Background: an optimization exercise with open tools, aiming at small area, a short achievable clock period and few clock cycles per item. Do not read the settings as production practice.
No functional check of the RTL was part of any run shown here.
Power figures rest on the tool's default switching activity, not on a simulated workload.

<file path="flow/config.mk">
export PLATFORM = sky130hd
export DESIGN_NAME = bin2bcd
export DESIGN_NICKNAME = bin2bcd
export VERILOG_FILES = /design/flow/design.v
export SDC_FILE = /design/flow/constraint.sdc
export NUM_CORES = 4
export LEC_CHECK = 0
export CAP_MARGIN = 20
export CORE_AREA = 2.3 2.72 59.8 59.84
export DIE_AREA = 0 0 62 62
export SLEW_MARGIN = 20
</file>
<file path="flow/constraint.sdc">
create_clock -name core_clock -period 5.0 [get_ports {clk}]
set_input_delay 1.0000 -clock core_clock [delete_from_list [all_inputs] [get_ports {clk}]]
set_output_delay 1.0000 -clock core_clock [all_outputs]
set_load 0.01 [all_outputs]
</file>
<file path="flow/design.v">
`timescale 1ns / 1ps
module bin2bcd(
    input clk,
    input reset,
    input start,               
    input [11:0] bin_in,       
    output reg [15:0] bcd_out,  
    output reg done             
);
    wire [11:0] x = bin_in;
    wire [13:0] s;          
    wire i_27, i_28, i_29, i_30, i_31, i_32, i_33, i_34, i_35, i_36, i_37, i_38, i_39, i_40, i_41, i_42, i_43, i_44, i_45, i_46, i_47, i_48, i_49, i_50, i_51, i_52, i_53, i_54, i_55, i_56, i_57, i_58, i_60, i_61, i_63, i_65, i_67, i_68, i_69, i_72;
    assign i_27 = ~x[9]& x[11];
    assign i_28 = x[8]& ~x[10];
    assign i_29 = i_27 & ~i_28;
    assign i_30 = x[9]& ~x[11];
    assign i_31 = ~x[8]& x[10];
    assign i_32 = i_30 & ~i_31;
    assign i_33 = ~i_29 & ~i_32;
    assign i_34 = ~x[7]& ~i_33;
    assign i_35 = ~x[10]& i_27;
    assign i_36 = x[10]& ~i_27;
    assign i_37 = ~x[8]& ~i_30;
    assign i_38 = i_36 & ~i_37;
    assign i_39 = ~i_35 & ~i_38;
    assign i_40 = x[8]& ~i_39;
    assign i_41 = ~x[8]& i_39;
    assign i_42 = ~i_40 & ~i_41;
    assign i_43 = i_34 & ~i_42;
    assign i_44 = i_36 & i_37;
    assign i_45 = x[8]& i_35;
    assign i_46 = ~i_44 & ~i_45;
    assign i_47 = x[7]& ~i_46;
    assign i_48 = ~i_43 & ~i_47;
    assign i_49 = ~i_33 & ~i_43;
    assign i_50 = i_46 & ~i_49;
    assign i_51 = ~x[7]& ~i_50;
    assign i_52 = ~i_42 & ~i_51;
    assign i_53 = ~i_34 & ~i_52;
    assign i_54 = ~x[6]& i_53;
    assign i_55 = x[7]& i_50;
    assign i_56 = ~i_51 & ~i_55;
    assign i_57 = i_54 & i_56;
    assign i_58 = i_53 & ~i_57;
    assign s[9]= ~i_48 | i_58;
    assign i_60 = ~x[6]& s[9];
    assign i_61 = x[6]& ~s[9];
    assign s[6]= i_60 | i_61;
    assign i_63 = i_56 & ~i_60;
    assign s[7]= ~i_54 & ~i_63;
    assign i_65 = x[6]& ~i_48;
    assign s[8]= i_57 | i_65;
    assign i_67 = x[11]& ~i_35;
    assign i_68 = ~i_50 & ~i_67;
    assign i_69 = x[11]& i_38;
    assign s[10]= i_68 | i_69;
    assign s[11]= ~i_39 & ~i_67;
    assign i_72 = ~i_36 & i_50;
    assign s[12]= i_67 & i_72;
    assign s[13]= i_67 & ~i_72;
    assign s[0]= x[0];
    assign s[1]= x[1];
    assign s[2]= x[2];
    assign s[3]= x[3];
    assign s[4]= x[4];
    assign s[5]= x[5];
    reg [13:0] s_q;
    always @(posedge clk)
        s_q <= s;
    always @(posedge clk or posedge reset)
    begin
        if (reset)
            done <= 1'b0;
        else
            done <= start;
    end
    wire [13:0] y = s_q;
    wire [15:0] o;
    wire o_32, o_33, o_34, o_35, o_36, o_37, o_38, o_39, o_40, o_41, o_42, o_43, o_44, o_45, o_46, o_47, o_48, o_49, o_50, o_51, o_52, o_53, o_54, o_55, o_56, o_57, o_58, o_59, o_60, o_61, o_62, o_63, o_64, o_65, o_66, o_67, o_68, o_69, o_70, o_71, o_72, o_73, o_74, o_75, o_76, o_77, o_78, o_79, o_80, o_81, o_82, o_84, o_85, o_87, o_88, o_90, o_92, o_93, o_94, o_95, o_96, o_97, o_98, o_99, o_100, o_101, o_102, o_103, o_104, o_105, o_106, o_107, o_108, o_109, o_110, o_111, o_112, o_113, o_114, o_115, o_116, o_117, o_118, o_119, o_120, o_121, o_122, o_123, o_124, o_125, o_126, o_127, o_128, o_129, o_130, o_131, o_132, o_133, o_134, o_135, o_136, o_137, o_138, o_139, o_140, o_141, o_142, o_144, o_145, o_147, o_148, o_150, o_152, o_153, o_154, o_155, o_156, o_157, o_158, o_159, o_160, o_162, o_163, o_164, o_165, o_166, o_167, o_168, o_169, o_171, o_172, o_174, o_175, o_177, o_178;
    assign o_32 = ~y[5]& y[7];
    assign o_33 = y[6]& ~o_32;
    assign o_34 = ~y[5]& y[8];
    assign o_35 = ~o_33 & ~o_34;
    assign o_36 = ~y[4]& ~o_35;
    assign o_37 = ~y[6]& o_32;
    assign o_38 = y[7]& ~o_37;
    assign o_39 = ~y[8]& ~o_38;
    assign o_40 = ~y[5]& ~o_39;
    assign o_41 = y[5]& o_39;
    assign o_42 = ~o_40 & ~o_41;
    assign o_43 = ~o_36 & ~o_42;
    assign o_44 = y[5]& y[8];
    assign o_45 = ~o_37 & ~o_44;
    assign o_46 = ~y[4]& ~o_45;
    assign o_47 = ~o_43 & ~o_46;
    assign o_48 = ~y[3]& ~o_47;
    assign o_49 = o_36 & o_42;
    assign o_50 = ~o_35 & ~o_49;
    assign o_51 = o_45 & ~o_50;
    assign o_52 = ~y[4]& ~o_51;
    assign o_53 = y[4]& o_51;
    assign o_54 = ~o_52 & ~o_53;
    assign o_55 = ~o_48 & ~o_54;
    assign o_56 = y[4]& ~o_45;
    assign o_57 = ~o_49 & ~o_56;
    assign o_58 = ~y[3]& ~o_57;
    assign o_59 = ~o_55 & ~o_58;
    assign o_60 = ~y[2]& ~o_59;
    assign o_61 = o_48 & o_54;
    assign o_62 = ~o_47 & ~o_61;
    assign o_63 = o_57 & ~o_62;
    assign o_64 = ~y[3]& ~o_63;
    assign o_65 = y[3]& o_63;
    assign o_66 = ~o_64 & ~o_65;
    assign o_67 = o_60 & o_66;
    assign o_68 = y[3]& ~o_57;
    assign o_69 = ~o_61 & ~o_68;
    assign o_70 = y[2]& ~o_69;
    assign o_71 = ~o_67 & ~o_70;
    assign o_72 = ~o_60 & ~o_66;
    assign o_73 = ~y[2]& ~o_69;
    assign o_74 = ~o_72 & ~o_73;
    assign o_75 = ~y[1]& ~o_74;
    assign o_76 = ~o_59 & ~o_67;
    assign o_77 = o_69 & ~o_76;
    assign o_78 = ~y[2]& ~o_77;
    assign o_79 = y[2]& o_77;
    assign o_80 = ~o_78 & ~o_79;
    assign o_81 = o_75 & o_80;
    assign o_82 = ~o_74 & ~o_81;
    assign o[4]= ~o_71 | o_82;
    assign o_84 = ~y[1]& o[4];
    assign o_85 = y[1]& ~o[4];
    assign o[1]= o_84 | o_85;
    assign o_87 = ~o_75 & ~o_80;
    assign o_88 = ~y[1]& ~o_71;
    assign o[2]= o_87 | o_88;
    assign o_90 = y[1]& ~o_71;
    assign o[3]= o_81 | o_90;
    assign o_92 = ~y[9]& y[11];
    assign o_93 = y[10]& ~o_92;
    assign o_94 = ~y[9]& y[12];
    assign o_95 = ~o_93 & ~o_94;
    assign o_96 = o_39 & ~o_95;
    assign o_97 = ~y[10]& o_92;
    assign o_98 = y[11]& ~o_97;
    assign o_99 = ~y[12]& ~o_98;
    assign o_100 = ~y[9]& ~o_99;
    assign o_101 = y[9]& o_99;
    assign o_102 = ~o_100 & ~o_101;
    assign o_103 = o_96 & o_102;
    assign o_104 = y[9]& y[12];
    assign o_105 = ~o_97 & ~o_104;
    assign o_106 = ~o_39 & ~o_105;
    assign o_107 = ~o_103 & ~o_106;
    assign o_108 = o_51 & ~o_107;
    assign o_109 = ~o_96 & ~o_102;
    assign o_110 = o_39 & ~o_105;
    assign o_111 = ~o_109 & ~o_110;
    assign o_112 = o_51 & ~o_111;
    assign o_113 = ~o_95 & ~o_103;
    assign o_114 = o_105 & ~o_113;
    assign o_115 = o_39 & ~o_114;
    assign o_116 = ~o_39 & o_114;
    assign o_117 = ~o_115 & ~o_116;
    assign o_118 = ~o_112 & ~o_117;
    assign o_119 = ~o_108 & ~o_118;
    assign o_120 = o_63 & ~o_119;
    assign o_121 = o_112 & o_117;
    assign o_122 = ~o_111 & ~o_121;
    assign o_123 = o_107 & ~o_122;
    assign o_124 = o_51 & ~o_123;
    assign o_125 = ~o_51 & o_123;
    assign o_126 = ~o_124 & ~o_125;
    assign o_127 = o_120 & o_126;
    assign o_128 = ~o_51 & ~o_107;
    assign o_129 = ~o_121 & ~o_128;
    assign o_130 = ~o_63 & ~o_129;
    assign o_131 = ~o_127 & ~o_130;
    assign o_132 = ~o_120 & ~o_126;
    assign o_133 = o_63 & ~o_129;
    assign o_134 = ~o_132 & ~o_133;
    assign o_135 = o_77 & ~o_134;
    assign o_136 = ~o_119 & ~o_127;
    assign o_137 = o_129 & ~o_136;
    assign o_138 = o_63 & ~o_137;
    assign o_139 = ~o_63 & o_137;
    assign o_140 = ~o_138 & ~o_139;
    assign o_141 = o_135 & o_140;
    assign o_142 = ~o_134 & ~o_141;
    assign o[8]= ~o_131 | o_142;
    assign o_144 = o_77 & o[8];
    assign o_145 = ~o_77 & ~o[8];
    assign o[5]= o_144 | o_145;
    assign o_147 = ~o_135 & ~o_140;
    assign o_148 = o_77 & ~o_131;
    assign o[6]= o_147 | o_148;
    assign o_150 = ~o_77 & ~o_131;
    assign o[7]= o_141 | o_150;
    assign o_152 = y[13]& o_114;
    assign o_153 = o_99 & o_152;
    assign o_154 = ~o_123 & o_153;
    assign o_155 = ~o_99 & ~o_152;
    assign o_156 = o_123 & o_155;
    assign o_157 = ~y[13]& ~o_114;
    assign o_158 = o_156 & ~o_157;
    assign o_159 = ~o_154 & ~o_158;
    assign o_160 = o_155 & ~o_158;
    assign o[13]= o_153 | o_160;
    assign o_162 = o_123 & o[13];
    assign o_163 = ~o_123 & ~o[13];
    assign o_164 = ~o_162 & ~o_163;
    assign o_165 = o_137 & o_164;
    assign o_166 = ~o_156 & o_157;
    assign o_167 = o_152 & ~o_154;
    assign o_168 = ~o_166 & ~o_167;
    assign o_169 = ~o_165 & ~o_168;
    assign o[12]= ~o_159 | o_169;
    assign o_171 = o_137 & o[12];
    assign o_172 = ~o_137 & ~o[12];
    assign o[9]= o_171 | o_172;
    assign o_174 = o_137 & ~o_159;
    assign o_175 = ~o_164 & ~o_171;
    assign o[10]= o_174 | o_175;
    assign o_177 = o_165 & ~o_168;
    assign o_178 = ~o_137 & ~o_159;
    assign o[11]= o_177 | o_178;
    assign o[14]= y[13]& ~o_153;
    assign o[15]= 1'b0;
    assign o[0]= y[0];
    always @(*)
        bcd_out = o;
endmodule
</file>
<file path="flow/flow/run.sh">
#!/bin/bash
# Own flow: the standard layout, with two changes:
#  - synthesis maps the logic with an area-oriented ABC script (flow/abc_map.script);
#    Yosys does not extract half/full adders (ADDER_MAP_FILE empty);
#    everything else in synthesis is the standard script;
#  - ports are buffered with sky130_fd_sc_hd__buf_1 instead of the default buffer.
set -euo pipefail
W=$(pwd)
F=$W/flow
export MY_ABC_SCRIPT=$F/abc_map.script
export FLOW_SYNTH_TCL=$W/synth_recipe.tcl
make -C "$FLOW_HOME" DESIGN_CONFIG="$W/config.mk" WORK_HOME="$W/orfs" CLKGATE_MAP_FILE= \
  SYNTH_SCRIPT="$F/my_synth.tcl" ADDER_MAP_FILE= synth > "$W/synth.log" 2>&1
export BUFFER_PORTS_ARGS="-buffer_cell sky130_fd_sc_hd__buf_1"
cp standard.sh standard_used.sh
bash standard.sh > "$W/layout.log" 2>&1
</file>
<file path="flow/flow/abc_map.script">
strash
dch
amap
topo
stime -c
</file>
<file path="flow/flow/my_synth.tcl">
# The standard synthesis script (synth_recipe.tcl), with only the script
# that ABC maps the logic with replaced by MY_ABC_SCRIPT. Yosys's -import skips
# commands that already exist, so this abc wrapper is the one synth.tcl calls.
proc abc {args} {
  set i [lsearch -exact $args -script]
  if {$i >= 0} { lset args [expr {$i + 1}] $::env(MY_ABC_SCRIPT) }
  yosys abc {*}$args
}
source $::env(FLOW_SYNTH_TCL)
</file>
<file path="flow/standard.sh">
#!/bin/bash
# synth_recipe.tcl (not shown) runs the flow's synth.tcl, then flattens the netlist and writes it again
# the make line also repeats each setting of config.mk as NAME=value (left out here)
make -C /OpenROAD-flow-scripts/flow DESIGN_CONFIG=/design/flow/config.mk WORK_HOME=/design/flow/orfs CLKGATE_MAP_FILE= SYNTH_SCRIPT=/design/flow/synth_recipe.tcl "${@:-finish}"
</file>
==> insert_results.sql, run 1 <==
INSERT INTO impl_metrics (metric_group, metric, value, unit) VALUES
('power_and_ir_drop', 'p_sw', '273', 'uW'),
('floorplanning', 'dieHeight', '62', 'um'),
('route', 'm1WireLength', '1040', 'um'),
('synthesis', 'synth.ff_latch_count', '15', ''),
('synthesis', 'async_reset_ff_share', '6.67', '%'),
('clock_tree', 'numClockSinks', '15', ''),
('outcome', 'run_status', 'no timing/DRC/antenna violations', ''),
('sta', 'finalSetupTns', '0', 'ps'),
('power_and_ir_drop', 'static_leakage', '0.496', 'nW'),
('global_route', 'grt_antenna_before_repair', '0', ''),
('route', 'met3_wl_post_dr', '45', 'um'),
('power_and_ir_drop', 'power_switching_share', '46.9', '%'),
('clock_tree', 'clock_edge_transition_at_the_registers_on_the_reported_setup_and_hold_paths', '80', 'ps'),
('power_and_ir_drop', 'cellPowerDensity', '434', 'nW/um^2'),
('final_layout', 'antenna_diode_count', '0', ''),
('placed_design', 'post_dp_cell_area', '1240', 'um^2'),
('route', 'route.final.wire_length', '2040', 'um'),
('sta', 'timing.final.hold_violations', '0', ''),
('global_route', 'grt_max_degree', '9', ''),
('final_layout', 'num-nets-final', '228', ''),
('route', 'wl_met2', '925', 'um'),
('route', 'drc', '0', ''),
('critical_path', 'cp_top_family', 'compound AO/OA/AOI/OAI gates', ''),
('route', 'route.antenna.remaining_nets', '0', ''),
('floorplanning', 'floorplan.die_area', '3840', 'um^2'),
('route', 'avgViaCountPerCell', '4.55', ''),
('worst_hold_path', 'worst_hold_path_type', 'in2async', ''),
('clock_tree', 'postCtsHoldBufs', '0', ''),
('synthesis', 'synth_most_common_cell', 'sky130_fd_sc_hd__nor2_1', ''),
('critical_path', 'timing.critical_path.fanout_max', '5', ''),
('critical_path', 'library_cell_appearing_most_often_on_the_critical_path', 'sky130_fd_sc_hd__clkinv_1', ''),
('synthesis', 'post_synth.cell_area_avg', '6.00', 'um^2'),
('synthesis', 'synth_top_flop_cell', 'sky130_fd_sc_hd__dfxtp_1', ''),
('clock_tree', 'cts-root-buf', 'sky130_fd_sc_hd__clkbuf_4', ''),
('global_route', 'via_count_of_the_first_global_routing_pass', '906', ''),
('power_and_ir_drop', 'p_total', '582', 'uW'),
('critical_path', 'endpoint_required_time_on_the_critical_path', '4000', 'ps'),
('power_and_ir_drop', 'sequentialPowerShare', '24.0', '%'),
('clock_tree', 'clock_path_buffers', '2', ''),
('synthesis', 'postSynthCellCount', '176', ''),
('synthesis', 'synthDominantCellAreaShare', '26.5', '%'),
('synthesis', 'synth_area_leader_cell', 'sky130_fd_sc_hd__dfxtp_1', ''),
('placed_design', 'placed_cells_incl_taps', '254', ''),
('synthesis', 'ys_types', '19', ''),
('final_layout', 'fin_util', '40.8', '%'),
('power_and_ir_drop', 'comb_power_share', '65.3', '%'),
('clock_tree', 'cts_htree_levels', '1', ''),
('critical_path', 'timing.critical_path.slowest_cell_delay', '340', 'ps'),
('global_route', 'grt_remaining_overflow', '0', ''),
('synthesis', 'synth-warning-count', '1', ''),
('route', 'detailedRoute.firstIterationViolations', '22', ''),
('floorplanning', 'coreArea', '3280', 'um^2'),
('sta', 'post-route-min-period', '4560', 'ps'),
('floorplanning', 'floorplan.io_pins', '32', ''),
('synthesis', 'ys_seq_area_share', '28.9', '%'),
('critical_path', 'crit_arrival', '3560', 'ps'),
('power_and_ir_drop', 'vdd.ir_drop.worst', '0.154', 'mV'),
('global_route', 'grt_usage', '11.4', '%'),
('clock_tree', 'cts_setup_buffers', '0', ''),
('floorplanning', 'floorplan.initialDensity', '32.2', '%'),
('floorplanning', 'rows', '21', ''),
('route', 'detailedRoute.firstPassIterationCount', '4', ''),
('synthesis', 'synth_fp_nets', '191', ''),
('flow_run', 'max_cap_viol_count', '0', ''),
('placed_design', 'dp_hpwl', '1680', 'um'),
('sta', 'timing.fmax', '219', 'MHz'),
('sta', 'setup_violations', '0', ''),
('placed_design', 'routabilityCongestion', '0.768', ''),
('route', 'routed.top_layer', 'met4', ''),
('synthesis', 'syn-cell-area', '1060', 'um^2'),
('clock_tree', 'cts_tree', 'built', '');
-- layer usage --
metal,vias to the layer above,GRT usage [%]
met5,-,0
met4,0,7.29
met3,2,1.24
met2,16,17.1
met1,496,15.5
li1,661,-
-- through the flow --
| stage | worst slack, ps | hold slack, ps |
|---|---|---|
| final | 437 | 521 |
| after global routing | -29.6 | 499 |
| after CTS | 51.7 | 512 |
| after detailed placement | 129 | 813 |
| after global placement | 126 | 809 |
| after floorplan | 72.4 | 723 |
-- repair_timing --
item                                    4_1_cts  5_1_grt
cloned                                        0        0
pin swaps                                     0        2
endpoints found under the setup margin        5       11
resized for setup                             4       27
-- registers in the layout, summed over array words and instances, names as in the netlist --
name and flops:
done 1, s_q 14
-- cells by family (layout without fill, tap and decap cells) --
| group | count (synthesis) | in the layout | share of synthesized area (%) |
|---|---|---|---|
| AO/OA/AOI/OAI | 54 | 54 | 29.4 |
| AND/OR/NAND/NOR | 74 | 74 | 29.3 |
| flip-flops | 15 | 15 | 28.9 |
| buffers and inverters | 32 | 68 | 12.1 |
| other | 1 | 1 | 0.355 |
-- cells in the final DEF, fill, tap and decap left out --
master                      n
sky130_fd_sc_hd__buf_4      4
sky130_fd_sc_hd__conb_1     1
sky130_fd_sc_hd__a211oi_1   1
sky130_fd_sc_hd__clkbuf_1   1
sky130_fd_sc_hd__o21ai_2    7
sky130_fd_sc_hd__o21ai_1    3
sky130_fd_sc_hd__or2_0      7
sky130_fd_sc_hd__and2_0     2
sky130_fd_sc_hd__nand2_1   12
sky130_fd_sc_hd__or2_1      1
sky130_fd_sc_hd__a22oi_1    3
sky130_fd_sc_hd__a21oi_1   11
sky130_fd_sc_hd__buf_1     28
sky130_fd_sc_hd__o21a_1     1
sky130_fd_sc_hd__inv_2      4
sky130_fd_sc_hd__a21oi_2    1
sky130_fd_sc_hd__clkbuf_4   3
sky130_fd_sc_hd__clkinv_1  26
sky130_fd_sc_hd__o22ai_2    5
sky130_fd_sc_hd__o22a_1     2
sky130_fd_sc_hd__o22ai_1   10
sky130_fd_sc_hd__nor2_2     3
sky130_fd_sc_hd__dfrtp_1    1
sky130_fd_sc_hd__nor2_1    45
sky130_fd_sc_hd__a31oi_1    1
sky130_fd_sc_hd__dfxtp_1   14
sky130_fd_sc_hd__clkbuf_2   2
sky130_fd_sc_hd__nor2b_2    1
sky130_fd_sc_hd__o21ai_0    9
sky130_fd_sc_hd__nor3_1     3
-- power groups by stage --
stage / Clock [mW] / Sequential, mW / Combinational, mW
3_3_place_gp: 0 / 0.141 / 0.333
3_5_place_dp: 0 / 0.141 / 0.334
6_report: 0.0626 / 0.139 / 0.380
5_1_grt: 0.0752 / 0.141 / 0.437
4_1_cts: 0.0673 / 0.138 / 0.339
2_1_floorplan: 0 / 0.140 / 0.239
-- worst max-delay path by stage --
stage	start	to	slack, ps	depth (start not counted)
final	s_q[5]$_DFF_P_	bcd_out[9]	440	25
after global routing	s_q[5]$_DFF_P_	bcd_out[10]	-30	26
after CTS	s_q[5]$_DFF_P_	bcd_out[1]	50	25
after detailed placement	s_q[5]$_DFF_P_	bcd_out[1]	130	25
after global placement	s_q[5]$_DFF_P_	bcd_out[9]	130	23
after floorplan	s_q[5]$_DFF_P_	bcd_out[9]	70	22
-- layout make-up --
type                       count  area [um^2]
timing repair buffer          34          145
multi-input combinational    129          694
fill                         384         1940
tap                           46         57.6
clock buffer                   4         26.3
inverter                      30          113
sequential                    15          305
==> run 2: changes to the inputs <==
==> flow/flow/run.sh (replaced) <==
#!/bin/bash
# Own flow: the standard layout (standard.sh), with these changes:
#  - synthesis maps the logic with its own ABC scripts: flow/abc_in.script for
#    the logic before the registers, flow/abc_out.script for the logic after
#    them (flow/my_synth.tcl); Yosys does not extract half/full adders
#    (ADDER_MAP_FILE empty); everything else in synthesis is the standard
#    script (synth_recipe.tcl);
#  - ports are buffered with sky130_fd_sc_hd__buf_1 instead of the default buffer.
# Each tool's output goes to a log file of its own in the work folder.
set -euo pipefail
W=$(pwd)
F=$W/flow
export MY_ABC_IN=$F/abc_in.script
export MY_ABC_OUT=$F/abc_out.script
export FLOW_SYNTH_TCL=$W/synth_recipe.tcl
make -C "$FLOW_HOME" DESIGN_CONFIG="$W/config.mk" WORK_HOME="$W/orfs" CLKGATE_MAP_FILE= \
  SYNTH_SCRIPT="$F/my_synth.tcl" ADDER_MAP_FILE= synth > "$W/synth.log" 2>&1
export BUFFER_PORTS_ARGS="-buffer_cell sky130_fd_sc_hd__buf_1"
bash standard.sh > "$W/layout.log" 2>&1
==> flow/flow/abc_in.script (new file) <==
strash
dch
map -D 2500
topo
stime -c
==> flow/flow/abc_out.script (new file) <==
strash
dch
map -D 1750
topo
stime -c
==> flow/flow/my_synth.tcl (replaced) <==
# The standard synthesis script (synth_recipe.tcl), with only ABC's mapping
# scripts replaced. The logic in the input cone of the output ports (after the
# registers) is mapped with MY_ABC_OUT, the rest (before the registers) with
# MY_ABC_IN. Yosys's -import skips commands that already exist, so this abc
# wrapper is the one synth.tcl calls.
proc abc {args} {
  set i [lsearch -exact $args -script]
  set a_out $args
  set a_in $args
  if {$i >= 0} {
    lset a_out [expr {$i + 1}] $::env(MY_ABC_OUT)
    lset a_in [expr {$i + 1}] $::env(MY_ABC_IN)
  }
  yosys select -set my_out_cone o:* %cie*
  yosys abc {*}$a_out @my_out_cone
  yosys select -clear
  yosys abc {*}$a_in
}
source $::env(FLOW_SYNTH_TCL)
removed: flow/flow/abc_map.script
==> run 2 against run 1 <==
  * Setup slack improved by 190 ps
  * Sequential share of layout area decreased by 0.50 points
  * Synthesized cell count increased by 16%
  * Maximum frequency increased by 4.4%
  * Core utilization increased by 0.91 points
  * First-iteration DRC count increased by 27%
  * Global-route usage increased by 1.5 points
  * Combinational power increased by 11%
  * Synthesized area increased by 13%
  * Hold slack got worse by 6.3 ps
  * Critical path type unchanged
  * Largest cell class unchanged
  * Largest power group unchanged
==> insert_results.sql, run 2 <==
INSERT INTO impl_metrics (metric_group, metric, value, unit) VALUES
('outcome', 'run_status', 'no timing/DRC/antenna violations', ''),
('final_layout', 'commonest_non_fill_non_tap_cell_in_the_layout', 'sky130_fd_sc_hd__nand2_1', ''),
('synthesis', 'cell_types_with_the_largest_area_share_after_synthesis', 'sky130_fd_sc_hd__dfxtp_1 (24%), sky130_fd_sc_hd__nand2_1 (18%), sky130_fd_sc_hd__clkinv_1 (10%)', ''),
('worst_hold_path', 'worst_hold_path_type', 'in2async', ''),
('synthesis', 'postSynthCellCount', '204', ''),
('floorplanning', 'die_w', '62', 'um'),
('power_and_ir_drop', 'comb_power_share', '67.3', '%'),
('placed_design', 'routabilityCongestion', '0.772', ''),
('synthesis', 'synth_most_common_cell', 'sky130_fd_sc_hd__nand2_1', ''),
('critical_path', 'timing.critical_path.fanout_max', '6', ''),
('final_layout', 'drive_gt1_share', '4.24', '%'),
('global_route', 'grt_max_degree', '9', ''),
('critical_path', 'critical_path_cell_by_cell', 'clkinv_1 -> nand2_1 -> nand2_1 -> o21ai_0 -> and2_2 -> nand2_1 -> a21oi_1 -> nand4_1 -> a21boi_0 -> nand2_1 -> nand2_1 -> nand3_1 -> nand2_1 -> nand2_1 -> o21ai_0 -> a21oi_1 -> o22ai_1 -> buf_1', ''),
('clock_tree', 'cts-root-buf', 'sky130_fd_sc_hd__clkbuf_4', ''),
('floorplanning', 'floorplan.io_pins', '32', ''),
('clock_tree', 'ctsResizeCount', '0', ''),
('synthesis', 'ys_seq_area_share', '25.7', '%'),
('critical_path', 'category_of_the_most_critical_setup_path', 'reg2out', ''),
('power_and_ir_drop', 'internal_power', '310', 'uW'),
('floorplanning', 'dieHeight', '62', 'um'),
('global_route', 'global_route_wire_length_before_repair', '3770', 'um'),
('clock_tree', 'numCtsBuffers', '3', ''),
('clock_tree', 'numClockSinks', '15', ''),
('route', 'route.final.wire_length', '2220', 'um'),
('critical_path', 'standard_cell_with_the_maximum_stage_delay_on_the_critical_path', 'sky130_fd_sc_hd__dfxtp_1', ''),
('synthesis', 'synth_fp_nets', '219', ''),
('placed_design', 'dp_hpwl', '1900', 'um'),
('flow_run', 'max_cap_viol_count', '0', ''),
('power_and_ir_drop', 'sequentialPowerShare', '22.3', '%'),
('synthesis', 'synthDominantCellAreaShare', '23.6', '%'),
('power_and_ir_drop', 'cellPowerDensity', '455', 'nW/um^2'),
('global_route', 'grt_usage', '12.9', '%'),
('sta', 'timing.final.hold_violations', '0', ''),
('sta', 'setup_violations', '0', ''),
('sta', 'rsz0062_at_grt', 'no', ''),
('route', 'post_drt_wl_per_cell', '7.85', 'um'),
('floorplanning', 'floorplan.die_area', '3840', 'um^2'),
('power_and_ir_drop', 'p_sw', '313', 'uW'),
('synthesis', 'ys_types', '28', ''),
('synthesis', 'post_synth.cell_area_avg', '5.83', 'um^2'),
('sta', 'timing.final.max_slew_violations', '0', ''),
('final_layout', 'fin_util', '41.8', '%'),
('floorplanning', 'coreArea', '3280', 'um^2'),
('power_and_ir_drop', 'static_leakage', '0.584', 'nW'),
('clock_tree', 'postCtsHoldBufs', '0', ''),
('route', 'avgViaCountPerCell', '4.63', ''),
('clock_tree', 'cts_setup_buffers', '0', ''),
('power_and_ir_drop', 'vdd.ir_drop.worst', '0.125', 'mV'),
('power_and_ir_drop', 'relative_contribution_of_the_clock_network_to_total_power', '10.4', '%'),
('synthesis', 'post_synth_most_frequent_cells', 'sky130_fd_sc_hd__nand2_1 (56), sky130_fd_sc_hd__clkinv_1 (33), sky130_fd_sc_hd__nor2_1 (24), sky130_fd_sc_hd__o21ai_0 (20), sky130_fd_sc_hd__dfxtp_1 (14)', ''),
('sta', 'period_share', '87.4', '%'),
('critical_path', 'endpoint_required_time_on_the_critical_path', '4000', 'ps'),
('clock_tree', 'clock_path_buffers', '2', ''),
('critical_path', 'timing.critical_path.slowest_cell_delay', '360', 'ps'),
('final_layout', 'antenna_diode_count', '0', ''),
('global_route', 'grt_remaining_overflow', '0', ''),
('floorplanning', 'floorplan.initialDensity', '36.2', '%'),
('synthesis', 'synth.ff_latch_count', '15', ''),
('final_layout', 'number_of_flip_flops_under_the_largest_register_name', '14', ''),
('final_layout', 'final_cell_mix', 'sky130_fd_sc_hd__nand2_1 (56), sky130_fd_sc_hd__clkinv_1 (33), sky130_fd_sc_hd__buf_1 (30)', ''),
('critical_path', 'library_cell_appearing_most_often_on_the_critical_path', 'sky130_fd_sc_hd__nand2_1', ''),
('final_layout', 'top_regs', 's_q x14, done x1', ''),
('critical_path', 'setup.worst_path.start_class', 'flip-flop', ''),
('clock_tree', 'clock_edge_transition_at_the_registers_on_the_reported_setup_and_hold_paths', '80', 'ps'),
('synthesis', 'synth-warning-count', '1', ''),
('route', 'route.antenna.remaining_nets', '0', ''),
('synthesis', 'syn-cell-area', '1190', 'um^2'),
('final_layout', 'num-nets-final', '252', ''),
('sta', 'timing.fmax', '229', 'MHz'),
('clock_tree', 'cts_htree_levels', '1', ''),
('synthesis', 'synth_top_flop_cell', 'sky130_fd_sc_hd__dfxtp_1', ''),
('global_route', 'grt_antenna_before_repair', '0', ''),
('global_route', 'via_count_of_the_first_global_routing_pass', '1017', ''),
('route', 'drc', '0', ''),
('final_layout', 'top_register', 's_q', ''),
('route', 'detailedRoute.firstPassIterationCount', '5', ''),
('placed_design', 'io_buffer_count', '30', ''),
('sta', 'finalSetupTns', '0', 'ps'),
('power_and_ir_drop', 'power_switching_share', '50.2', '%'),
('floorplanning', 'rows', '21', ''),
('synthesis', 'synth_enable_flop_cells', '0', ''),
('sta', 'post-route-min-period', '4370', 'ps'),
('final_layout', 'flow.area_growth_from_synthesis', '15.2', '%'),
('clock_tree', 'cts_tree', 'built', ''),
('critical_path', 'endpoint_kind', 'primary output', ''),
('route', 'detailedRoute.firstIterationViolations', '28', ''),
('route', 'routed_via_count', '1307', ''),
('synthesis', 'synth_area_leader_cell', 'sky130_fd_sc_hd__dfxtp_1', ''),
('critical_path', 'crit_arrival', '3370', 'ps'),
('synthesis', 'async_reset_ff_share', '6.67', '%');
run 2: final cells by class:
type,instances,area (um^2)
clock buffers,4,26.3
fillers,374,1910
inverters,33,124
multi-input cells,154,746
flip-flops and latches,15,305
well taps,46,57.6
repair buffers,30,113
run 2: critical path: cells and delay by family, from the launching register on:
family | cells | cell delay, ps
DFF | 1 | 360
AOI/OAI and AO/OA | 6 | 1350
buffers and inverters | 2 | 300
and+or+nand+nor | 10 | 1090
run 2: power groups by stage:
stage / logic, mW / clock network [mW] / registers (mW)
2_1_floorplan: 0.325 / 0 / 0.140
3_3_place_gp: 0.424 / 0 / 0.142
3_5_place_dp: 0.423 / 0 / 0.142
4_1_cts: 0.425 / 0.0692 / 0.139
5_1_grt: 0.507 / 0.0753 / 0.140
6_report: 0.420 / 0.0648 / 0.139
run 2: kinds of logic (layout without fill, tap and decap cells):
family,Yosys count,count (layout),synth area share [%]
XOR/XNOR,3,3,2.21
other,1,1,0.315
buffers and inverters,35,67,11.7
AO/OA/AOI/OAI,53,53,26.3
flip-flops,15,15,25.7
AND/OR/NAND/NOR,97,97,33.9
run 2: metal layers:
metal / wire length [um] / share of wire [%] / global-route usage, %
met3: 67 / 3.0 / 1.86
met5: 0 / 0 / 0
met2: 959 / 43 / 19.3
met1: 1140 / 51 / 17.6
met4: 51 / 2.3 / 7.29
run 2: worst paths after layout:
check,from,end,cells past startpoint
worst max-delay path,s_q[5]$_DFF_P_,bcd_out[10],18
worst min-delay path,reset,done$_DFF_PP0_,2
max in group asynchronous,reset,done$_DFF_PP0_,2
min in group core_clock,bin_in[1],s_q[1]$_DFF_P_,1
run 2: through the flow:
stage	setup slack (ps)	hold WS [ps]	total power [mW]	cells	area [um^2]
after floorplan	1410	723	0.466	204	1190
after global placement	950	806	0.566	278	1350
after detailed placement	924	810	0.565	278	1350
after CTS	587	505	0.633	282	1370
after global routing	34.3	504	0.722	282	1370
final	628	515	0.624	282	1370

-- separate check: timing with driven ports --
No port has a modelled driver above. Below, the same layouts with a new extraction and two added sets of constraints. Step 1 assumes that a clkbuf_16 drives the clock port and a buf_2 every other input. Step 2 also shifts input and output timing later by t, the mid clock arrival at the registers, as if the neighbouring blocks saw the same clock. Slacks: no drivers / after step 1 / after step 2; pairs: no drivers / after step 1.
run | t (ns) | setup WS [ns] | clock arrival spread, ns
run 1 | 0.286 | 0.437 / 0.415 / 0.701 | 0.002 / 0.002
run 2 | 0.294 | 0.628 / 0.607 / 0.901 | 0.003 / 0.004
After both steps every run listed still meets setup and hold.
